From an optimization exercise on the open Yosys and OpenROAD flow, aimed at small area, a short achievable clock period and few clock cycles per item; shortcuts taken in it are not production practice. In this exercise RTL edits were held to simulation tests only and were not proved equivalent to the original. No driver is modelled on the clock port, so clock power and skew are understated where the tree is cut down; a real chip needs a root buffer or a tree. Power figures rest on the tool's default switching activity, not on a simulated workload.

==> inputs of trial 18 <==
==> flow/design.v (excerpt) <==
module fib_good #(
    parameter int INPUT_WIDTH = 6,
    parameter int OUTPUT_WIDTH = 32
) (
    input  logic                    clk,
    input  logic                    rst,
    input  logic                    go,
    input  logic [ INPUT_WIDTH-1:0] n,
    output logic [OUTPUT_WIDTH-1:0] result,
    output logic                    overflow,
    output logic                    done
);
clock: 5.0 ns
lec_check: 0
abc_area: 1
cap_margin: 20
core_margin: 2
core_utilization: 30
setup_slack_margin: 3.2
slew_margin: 20
standard.sh (not shown) runs the stock make flow with config.mk's settings and CLKGATE_MAP_FILE= SYNTH_SCRIPT=/design/flow/synth_recipe.tcl, a recipe that flattens the netlist after the stock synthesis.
==> flow/flow/run.sh <==
#!/bin/bash
# Own layout flow:
#  1. the standard synthesis (standard.sh synth), unchanged;
#  2. its combinational logic re-mapped by ABC (flow/remap.tcl, flow/remap.abc),
#     every flip-flop kept as synthesized, with its name and cell;
#  3. the standard floorplan and placement, with the delay cells
#     (dlymetal*, dlygate*, clkdlybuf*) added to the don't-use list;
#  4. a clock tree of one level, two clock buffers each driving half the flip-flops (flow/cts1.tcl)
#     in place of the standard clock tree synthesis, then timing repair;
#  5. the standard global and detailed routing and finishing.
# Each tool's output goes to a log file of its own in this folder.
set -euo pipefail
W=$PWD
R=$W/orfs/results/$FLOW_PLATFORM/fib_good/base
P=$FLOW_HOME/platforms/$FLOW_PLATFORM
LIB=$P/lib/sky130_fd_sc_hd__tt_025C_1v80.lib
DU="$(cat $W/flow/dont_use.txt)"

bash standard.sh synth > $W/1_standard_synth.log 2>&1
cp $R/1_2_yosys.v $W/standard_synth.v
IN=$W/standard_synth.v OUT=$R/1_2_yosys.v LIB=$LIB TOP=$FLOW_TOP \
  ABCSCRIPT=$W/flow/remap.abc yosys -c $W/flow/remap.tcl > $W/2_remap.log 2>&1
rm -f $R/1_synth.odb $R/1_synth.sdc

bash standard.sh "DONT_USE_CELLS=$DU" place > $W/3_place.log 2>&1

RESULTS_DIR=$R PLATFORM_DIR=$P LIB_FILE=$LIB DONT_USE="$DU" \
  CLKBUF=sky130_fd_sc_hd__clkbuf_16 NBUF=2 SETUP_SLACK_MARGIN=3.25 \
  openroad -no_init -exit $W/flow/cts1.tcl > $W/4_cts.log 2>&1

bash standard.sh "DONT_USE_CELLS=$DU" finish > $W/5_route_finish.log 2>&1
==> flow/flow/cts1.tcl <==
# Clock tree of one level: the clock port drives NBUF clock buffers, each
# placed at the centre of its cluster of flip-flops and driving their clock
# pins; the clusters come from a k-means split of the flip-flop positions.
# env: RESULTS_DIR, PLATFORM_DIR, LIB_FILE, DONT_USE, CLKBUF, NBUF, SETUP_SLACK_MARGIN
read_db $::env(RESULTS_DIR)/3_place.odb
read_liberty $::env(LIB_FILE)
read_sdc $::env(RESULTS_DIR)/3_place.sdc
source $::env(PLATFORM_DIR)/setRC.tcl
set_dont_use $::env(DONT_USE)

set block [ord::get_db_block]
set clk [$block findNet clk]
set master [[ord::get_db] findMaster $::env(CLKBUF)]
set k $::env(NBUF)

# clock pins and their positions
set pins {}
foreach it [$clk getITerms] {
  set bb [[$it getInst] getBBox]
  lappend pins [list $it [expr {([$bb xMin] + [$bb xMax]) / 2.0}] [expr {([$bb yMin] + [$bb yMax]) / 2.0}]]
}
set pins [lsort -real -index 1 $pins]
set n [llength $pins]
# initial centres: spread along x
set cx {}; set cy {}
for {set j 0} {$j < $k} {incr j} {
  set p [lindex $pins [expr {int(($j + 0.5) * $n / $k)}]]
  lappend cx [lindex $p 1]; lappend cy [lindex $p 2]
}
for {set iter 0} {$iter < 20} {incr iter} {
  set assign {}
  foreach p $pins {
    set best 0; set bd 1e30
    for {set j 0} {$j < $k} {incr j} {
      set d [expr {abs([lindex $p 1] - [lindex $cx $j]) + abs([lindex $p 2] - [lindex $cy $j])}]
      if {$d < $bd} { set bd $d; set best $j }
    }
    lappend assign $best
  }
  set sx [lrepeat $k 0.0]; set sy [lrepeat $k 0.0]; set sc [lrepeat $k 0]
  foreach p $pins a $assign {
    lset sx $a [expr {[lindex $sx $a] + [lindex $p 1]}]
    lset sy $a [expr {[lindex $sy $a] + [lindex $p 2]}]
    lset sc $a [expr {[lindex $sc $a] + 1}]
  }
  for {set j 0} {$j < $k} {incr j} {
    if {[lindex $sc $j] > 0} {
      lset cx $j [expr {[lindex $sx $j] / [lindex $sc $j]}]
      lset cy $j [expr {[lindex $sy $j] / [lindex $sc $j]}]
    }
  }
}
for {set j 0} {$j < $k} {incr j} {
  set buf [odb::dbInst_create $block $master clkbuf_root_$j]
  set net [odb::dbNet_create $block clknet_root_$j]
  $net setSigType CLOCK
  [$buf findITerm A] connect $clk
  [$buf findITerm X] connect $net
  $buf setLocation [expr {int([lindex $cx $j])}] [expr {int([lindex $cy $j])}]
  $buf setPlacementStatus PLACED
  lappend nets $net
}
foreach p $pins a $assign {
  set it [lindex $p 0]
  $it disconnect
  $it connect [lindex $nets $a]
}
puts "clock buffers: $k, pins per buffer: $sc"
detailed_placement
set_propagated_clock [all_clocks]
estimate_parasitics -placement
report_clock_latency
report_worst_slack -max
if {[info exists ::env(SETUP_SLACK_MARGIN)]} {
  repair_timing -setup_margin $::env(SETUP_SLACK_MARGIN) -repair_tns 100 -verbose
  detailed_placement
  estimate_parasitics -placement
}
report_worst_slack -max
report_worst_slack -min
report_checks -group_path_count 5 -format end
report_design_area
check_placement
write_db $::env(RESULTS_DIR)/4_1_cts.odb
write_sdc -no_timestamp $::env(RESULTS_DIR)/4_cts.sdc
==> flow/flow/remap.abc <==
strash
dch
map -a
strash
dch
map -a
strash
dch
map -B 0.9 -D 800
topo
stime -c
buffer -c
upsize -c -D 800
dnsize -c -D 800
stime -c
Other scripts of this flow, unchanged in this note and not shown: flow/flow/dont_use.txt, flow/flow/remap.tcl
==> build 15 (differences from trial 18) <==
--- a/flow/flow/run.sh
+++ b/flow/flow/run.sh
@@ -25,7 +25,7 @@
 bash standard.sh "DONT_USE_CELLS=$DU" place > $W/3_place.log 2>&1
 
 RESULTS_DIR=$R PLATFORM_DIR=$P LIB_FILE=$LIB DONT_USE="$DU" \
-  CLKBUF=sky130_fd_sc_hd__clkbuf_16 NBUF=2 SETUP_SLACK_MARGIN=3.25 \
+  CLKBUF=sky130_fd_sc_hd__clkbuf_16 NBUF=2 SETUP_SLACK_MARGIN=3.35 \
   openroad -no_init -exit $W/flow/cts1.tcl > $W/4_cts.log 2>&1
 
 bash standard.sh "DONT_USE_CELLS=$DU" finish > $W/5_route_finish.log 2>&1
==> flow/flow/remap.abc (replaced) <==
strash
dch
map -a
strash
dch
map -a
strash
dch
map -B 0.9 -D 900
topo
stime -c
buffer -c
upsize -c -D 900
dnsize -c -D 900
stime -c
Settings changed: CORE_UTILIZATION 30 to 50.
==> qor summary <==
quantity	build 15	trial 18
Worst-path fanout max	5	8
Initial core utilization	0.512	0.306
Mean number of vias per cell	6.38	5.62
Synthesized area divided by synthesized cell count	6.39 um2	6.59 um2
Die area	5380 um2	9000 um2
Fraction of area in multi-input gates	0.478	0.486
Iteration-0 DRC count of the detailed router	651	504
Register-to-Register Path Depth	6	8
Die width	73.3 um	94.9 um
Critical Path Start	n_r[2]	n_r[1]
Fraction of area in registers	0.320	0.314
DRT Pass-1 Iters	8	5
Overall power of the completed layout	0.000748 W	0.000747 W
Routed length on met2	3780 um	4100 um
Met1 track utilization from global routing	0.497	0.283
Result of the run	finished clean	finished clean
Testbench counts of trial 18, summed over its fixed seeds: cycles 4,800, items 2,400.
Testbench counts of build 15, summed over its fixed seeds: cycles 4,800, items 2,400.
In every run of this note, the design's own scripts or RTL, not TritonCTS, make the clock network.

---

==> inputs of tundra <==
==> flow/design.v <==
module fib_good #(
    parameter int INPUT_WIDTH = 6,
    parameter int OUTPUT_WIDTH = 32
) (
    input  logic                    clk,
    input  logic                    rst,
    input  logic                    go,
    input  logic [ INPUT_WIDTH-1:0] n,
    output logic [OUTPUT_WIDTH-1:0] result,
    output logic                    overflow,
    output logic                    done
);
  logic busy_r, done_r;
  logic [5:0] n_r;
  logic start;
  logic [32:0] rom;
  assign start = go & ~busy_r;
  always_ff @(posedge clk or posedge rst) begin
    if (rst) begin
      busy_r <= 1'b0;
      done_r <= 1'b0;
    end else begin
      busy_r <= start;
      done_r <= busy_r | (done_r & ~go);
    end
  end
  always_ff @(posedge clk) begin
    if (start) n_r <= n;
  end
  always_comb begin
    case (n_r)
      6'd0: rom = {1'b0, 32'h00000000};
      6'd1: rom = {1'b0, 32'h00000000};
      6'd2: rom = {1'b0, 32'h00000001};
      6'd3: rom = {1'b0, 32'h00000001};
      6'd4: rom = {1'b0, 32'h00000002};
      6'd5: rom = {1'b0, 32'h00000003};
      6'd6: rom = {1'b0, 32'h00000005};
      6'd7: rom = {1'b0, 32'h00000008};
      6'd8: rom = {1'b0, 32'h0000000d};
      6'd9: rom = {1'b0, 32'h00000015};
      6'd10: rom = {1'b0, 32'h00000022};
      6'd11: rom = {1'b0, 32'h00000037};
      6'd12: rom = {1'b0, 32'h00000059};
      6'd13: rom = {1'b0, 32'h00000090};
      6'd14: rom = {1'b0, 32'h000000e9};
      6'd15: rom = {1'b0, 32'h00000179};
      6'd16: rom = {1'b0, 32'h00000262};
      6'd17: rom = {1'b0, 32'h000003db};
      6'd18: rom = {1'b0, 32'h0000063d};
      6'd19: rom = {1'b0, 32'h00000a18};
      6'd20: rom = {1'b0, 32'h00001055};
      6'd21: rom = {1'b0, 32'h00001a6d};
      6'd22: rom = {1'b0, 32'h00002ac2};
      6'd23: rom = {1'b0, 32'h0000452f};
      6'd24: rom = {1'b0, 32'h00006ff1};
      6'd25: rom = {1'b0, 32'h0000b520};
      6'd26: rom = {1'b0, 32'h00012511};
      6'd27: rom = {1'b0, 32'h0001da31};
      6'd28: rom = {1'b0, 32'h0002ff42};
      6'd29: rom = {1'b0, 32'h0004d973};
      6'd30: rom = {1'b0, 32'h0007d8b5};
      6'd31: rom = {1'b0, 32'h000cb228};
      6'd32: rom = {1'b0, 32'h00148add};
      6'd33: rom = {1'b0, 32'h00213d05};
      6'd34: rom = {1'b0, 32'h0035c7e2};
      6'd35: rom = {1'b0, 32'h005704e7};
      6'd36: rom = {1'b0, 32'h008cccc9};
      6'd37: rom = {1'b0, 32'h00e3d1b0};
      6'd38: rom = {1'b0, 32'h01709e79};
      6'd39: rom = {1'b0, 32'h02547029};
      6'd40: rom = {1'b0, 32'h03c50ea2};
      6'd41: rom = {1'b0, 32'h06197ecb};
      6'd42: rom = {1'b0, 32'h09de8d6d};
      6'd43: rom = {1'b0, 32'h0ff80c38};
      6'd44: rom = {1'b0, 32'h19d699a5};
      6'd45: rom = {1'b0, 32'h29cea5dd};
      6'd46: rom = {1'b0, 32'h43a53f82};
      6'd47: rom = {1'b0, 32'h6d73e55f};
      6'd48: rom = {1'b0, 32'hb11924e1};
      6'd49: rom = {1'b1, 32'h1e8d0a40};
      6'd50: rom = {1'b1, 32'hcfa62f21};
      6'd51: rom = {1'b1, 32'hee333961};
      6'd52: rom = {1'b1, 32'hbdd96882};
      6'd53: rom = {1'b1, 32'hac0ca1e3};
      6'd54: rom = {1'b1, 32'h69e60a65};
      6'd55: rom = {1'b1, 32'h15f2ac48};
      6'd56: rom = {1'b1, 32'h7fd8b6ad};
      6'd57: rom = {1'b1, 32'h95cb62f5};
      6'd58: rom = {1'b1, 32'h15a419a2};
      6'd59: rom = {1'b1, 32'hab6f7c97};
      6'd60: rom = {1'b1, 32'hc1139639};
      6'd61: rom = {1'b1, 32'h6c8312d0};
      6'd62: rom = {1'b1, 32'h2d96a909};
      6'd63: rom = {1'b1, 32'h9a19bbd9};
      default: rom = '0;
    endcase
  end
  assign done = done_r;
  assign {overflow, result} = rom;
endmodule
==> flow/run.sh <==
#!/bin/bash
# synth_recipe.tcl (not shown) runs the flow's synth.tcl, then flattens the netlist and writes it again
# the make line also repeats each setting of config.mk as NAME=value (left out here)
make -C /OpenROAD-flow-scripts/flow DESIGN_CONFIG=/design/flow/config.mk WORK_HOME=/design/flow/orfs CLKGATE_MAP_FILE= SYNTH_SCRIPT=/design/flow/synth_recipe.tcl finish
==> flow/config.mk <==
export PLATFORM = sky130hd
export DESIGN_NAME = fib_good
export DESIGN_NICKNAME = fib_good
export VERILOG_FILES = /design/flow/design.v
export SDC_FILE = /design/flow/constraint.sdc
export NUM_CORES = 4
export LEC_CHECK = 0
export CAP_MARGIN = 20
export CORE_MARGIN = 2
export CORE_UTILIZATION = 30
export SLEW_MARGIN = 20
==> flow/constraint.sdc <==
create_clock -name core_clock -period 5.0 [get_ports {clk}]
set_input_delay 1.0000 -clock core_clock [delete_from_list [all_inputs] [get_ports {clk}]]
set_output_delay 1.0000 -clock core_clock [all_outputs]
set_load 0.01 [all_outputs]
==> nickel: changes against tundra <==
==> flow/design.v (replaced) <==
module fib_good #(
    parameter int INPUT_WIDTH = 6,
    parameter int OUTPUT_WIDTH = 32
) (
    input  logic                    clk,
    input  logic                    rst,
    input  logic                    go,
    input  logic [ INPUT_WIDTH-1:0] n,
    output logic [OUTPUT_WIDTH-1:0] result,
    output logic                    overflow,
    output logic                    done
);
  localparam logic [63:0] COL0 = 64'hdb6db6db6db6db6c;
  localparam logic [63:0] COL1 = 64'h0c30c30c30c30c30;
  localparam logic [63:0] COL2 = 64'h0b40b40b40b40b40;
  localparam logic [63:0] COL3 = 64'hd180aed180aed180;
  localparam logic [63:0] COL4 = 64'hba00a8616d1eba00;
  localparam logic [63:0] COL5 = 64'h176d1deceba5cc00;
  localparam logic [63:0] COL6 = 64'ha2eba65d3173d000;
  localparam logic [63:0] COL7 = 64'haf31733d41426000;
  localparam logic [63:0] COL8 = 64'hc42cf42637828000;
  localparam logic [63:0] COL9 = 64'hb3464345996f0000;
  localparam logic [63:0] COL10 = 64'h1985ef5e17840000;
  localparam logic [63:0] COL11 = 64'hccde5f5379680000;
  localparam logic [63:0] COL12 = 64'hbd0852e2fa300000;
  localparam logic [63:0] COL13 = 64'hcbbde28297400000;
  localparam logic [63:0] COL14 = 64'h0a1082b479800000;
  localparam logic [63:0] COL15 = 64'hd1a0b475fa000000;
  localparam logic [63:0] COL16 = 64'hba1bc32e4c000000;
  localparam logic [63:0] COL17 = 64'h7accb42850000000;
  localparam logic [63:0] COL18 = 64'h4c66759de0000000;
  localparam logic [63:0] COL19 = 64'h8b332e1080000000;
  localparam logic [63:0] COL20 = 64'hd1999ecd00000000;
  localparam logic [63:0] COL21 = 64'h0cccc86600000000;
  localparam logic [63:0] COL22 = 64'h0bd0bde800000000;
  localparam logic [63:0] COL23 = 64'h67d67d3000000000;
  localparam logic [63:0] COL24 = 64'h5fd5fd4000000000;
  localparam logic [63:0] COL25 = 64'h890e4b8000000000;
  localparam logic [63:0] COL26 = 64'h67be8a0000000000;
  localparam logic [63:0] COL27 = 64'he97ebc0000000000;
  localparam logic [63:0] COL28 = 64'h8793100000000000;
  localparam logic [63:0] COL29 = 64'h6979a00000000000;
  localparam logic [63:0] COL30 = 64'h314cc00000000000;
  localparam logic [63:0] COL31 = 64'h9a3d000000000000;
  localparam logic [63:0] COL32 = 64'hfffe000000000000;
  logic busy_r, done_r;
  logic [5:0] n_r;
  logic start;
  logic [32:0] rom;
  logic [32:0] res_r;
  assign start = go & ~busy_r;
  always_ff @(posedge clk or posedge rst) begin
    if (rst) begin
      busy_r <= 1'b0;
      done_r <= 1'b0;
    end else begin
      busy_r <= start;
      done_r <= busy_r | (done_r & ~go);
    end
  end
  always_ff @(posedge clk) begin
    if (start) n_r <= n;
  end
  always_ff @(posedge clk) begin
    res_r <= rom;
  end
  assign rom[0] = COL0[n_r];
  assign rom[1] = COL1[n_r];
  assign rom[2] = COL2[n_r];
  assign rom[3] = COL3[n_r];
  assign rom[4] = COL4[n_r];
  assign rom[5] = COL5[n_r];
  assign rom[6] = COL6[n_r];
  assign rom[7] = COL7[n_r];
  assign rom[8] = COL8[n_r];
  assign rom[9] = COL9[n_r];
  assign rom[10] = COL10[n_r];
  assign rom[11] = COL11[n_r];
  assign rom[12] = COL12[n_r];
  assign rom[13] = COL13[n_r];
  assign rom[14] = COL14[n_r];
  assign rom[15] = COL15[n_r];
  assign rom[16] = COL16[n_r];
  assign rom[17] = COL17[n_r];
  assign rom[18] = COL18[n_r];
  assign rom[19] = COL19[n_r];
  assign rom[20] = COL20[n_r];
  assign rom[21] = COL21[n_r];
  assign rom[22] = COL22[n_r];
  assign rom[23] = COL23[n_r];
  assign rom[24] = COL24[n_r];
  assign rom[25] = COL25[n_r];
  assign rom[26] = COL26[n_r];
  assign rom[27] = COL27[n_r];
  assign rom[28] = COL28[n_r];
  assign rom[29] = COL29[n_r];
  assign rom[30] = COL30[n_r];
  assign rom[31] = COL31[n_r];
  assign rom[32] = COL32[n_r];
  assign done = done_r;
  assign {overflow, result} = res_r;
endmodule
==> comparison <==
In nickel the via count is lower than in tundra, by 12%.
In nickel the clock-buffer cell count is lower than in tundra, by 1.
Of nickel and tundra, nickel has the higher sequential share of layout area (gap 2.0 points).
tundra went through all stages and came out clean. nickel finished with timing, DRC and antenna clean.
Against nickel, the worst hold slack of tundra is better by 0.016 ns.
Of nickel and tundra, tundra has the higher synthesized cell count (gap about 5.4%, measured against tundra).
Against tundra, the combinational power of nickel is smaller by 45%.
In tundra the core utilization is higher than in nickel, by 1.5 points.
Between tundra and nickel, the lower setup slack is in tundra (gap 0.77 ns).
Against nickel, the first-iteration DRC count of tundra is lower by 26%.
Testbench counts of tundra, summed over its fixed seeds: cycles 4,800, items 2,400.
Testbench counts of nickel, summed over its fixed seeds: cycles 4,800, items 2,400.

afterwards: timing with drivers on the ports:
The flow's constraints put no driver on any port. The routed layouts listed below were extracted and timed again, unchanged, in two steps.
Step 1 (the two cells are an assumption about what drives the block):
set clk [get_ports {clk}]
set_driving_cell -lib_cell sky130_fd_sc_hd__clkbuf_16 $clk
set_driving_cell -lib_cell sky130_fd_sc_hd__buf_2 [delete_from_list [all_inputs] $clk]
Step 2 moves the port delays by t, midway between the first and last clock arrival at a register: inputs arrive t later, outputs are due t later. That takes back most of the time a late clock gives input paths.
Three values: ideal, step 1, step 2; two values: the first two.
run | t (ns) | setup slack, ns | hold WS [ns] | latest minus earliest clock arrival (ns) | slew at the worst register clock pin (ns)
trial 18 | 0.200 | 3.260 / 3.260 / 3.260 | 0.506 / 0.506 / 0.506 | 0.011 / 0.011 | 0.09 / 0.09
build 15 | 0.196 | 3.242 / 3.242 / 3.242 | 0.505 / 0.505 / 0.505 | 0.003 / 0.003 | 0.08 / 0.08
tundra | 0.321 | 1.152 / 1.168 / 0.847 | 0.486 / 0.486 / 0.486 | 0.005 / 0.005 | 0.06 / 0.06
nickel | 0.334 | 1.926 / 1.926 / 1.926 | 0.470 / 0.470 / 0.470 | 0.005 / 0.004 | 0.09 / 0.09
After both steps setup and hold are still met in every run listed. The setup slack of tundra, which loses most, moves by +0.016 ns with the drivers and by -0.305 ns with both steps.
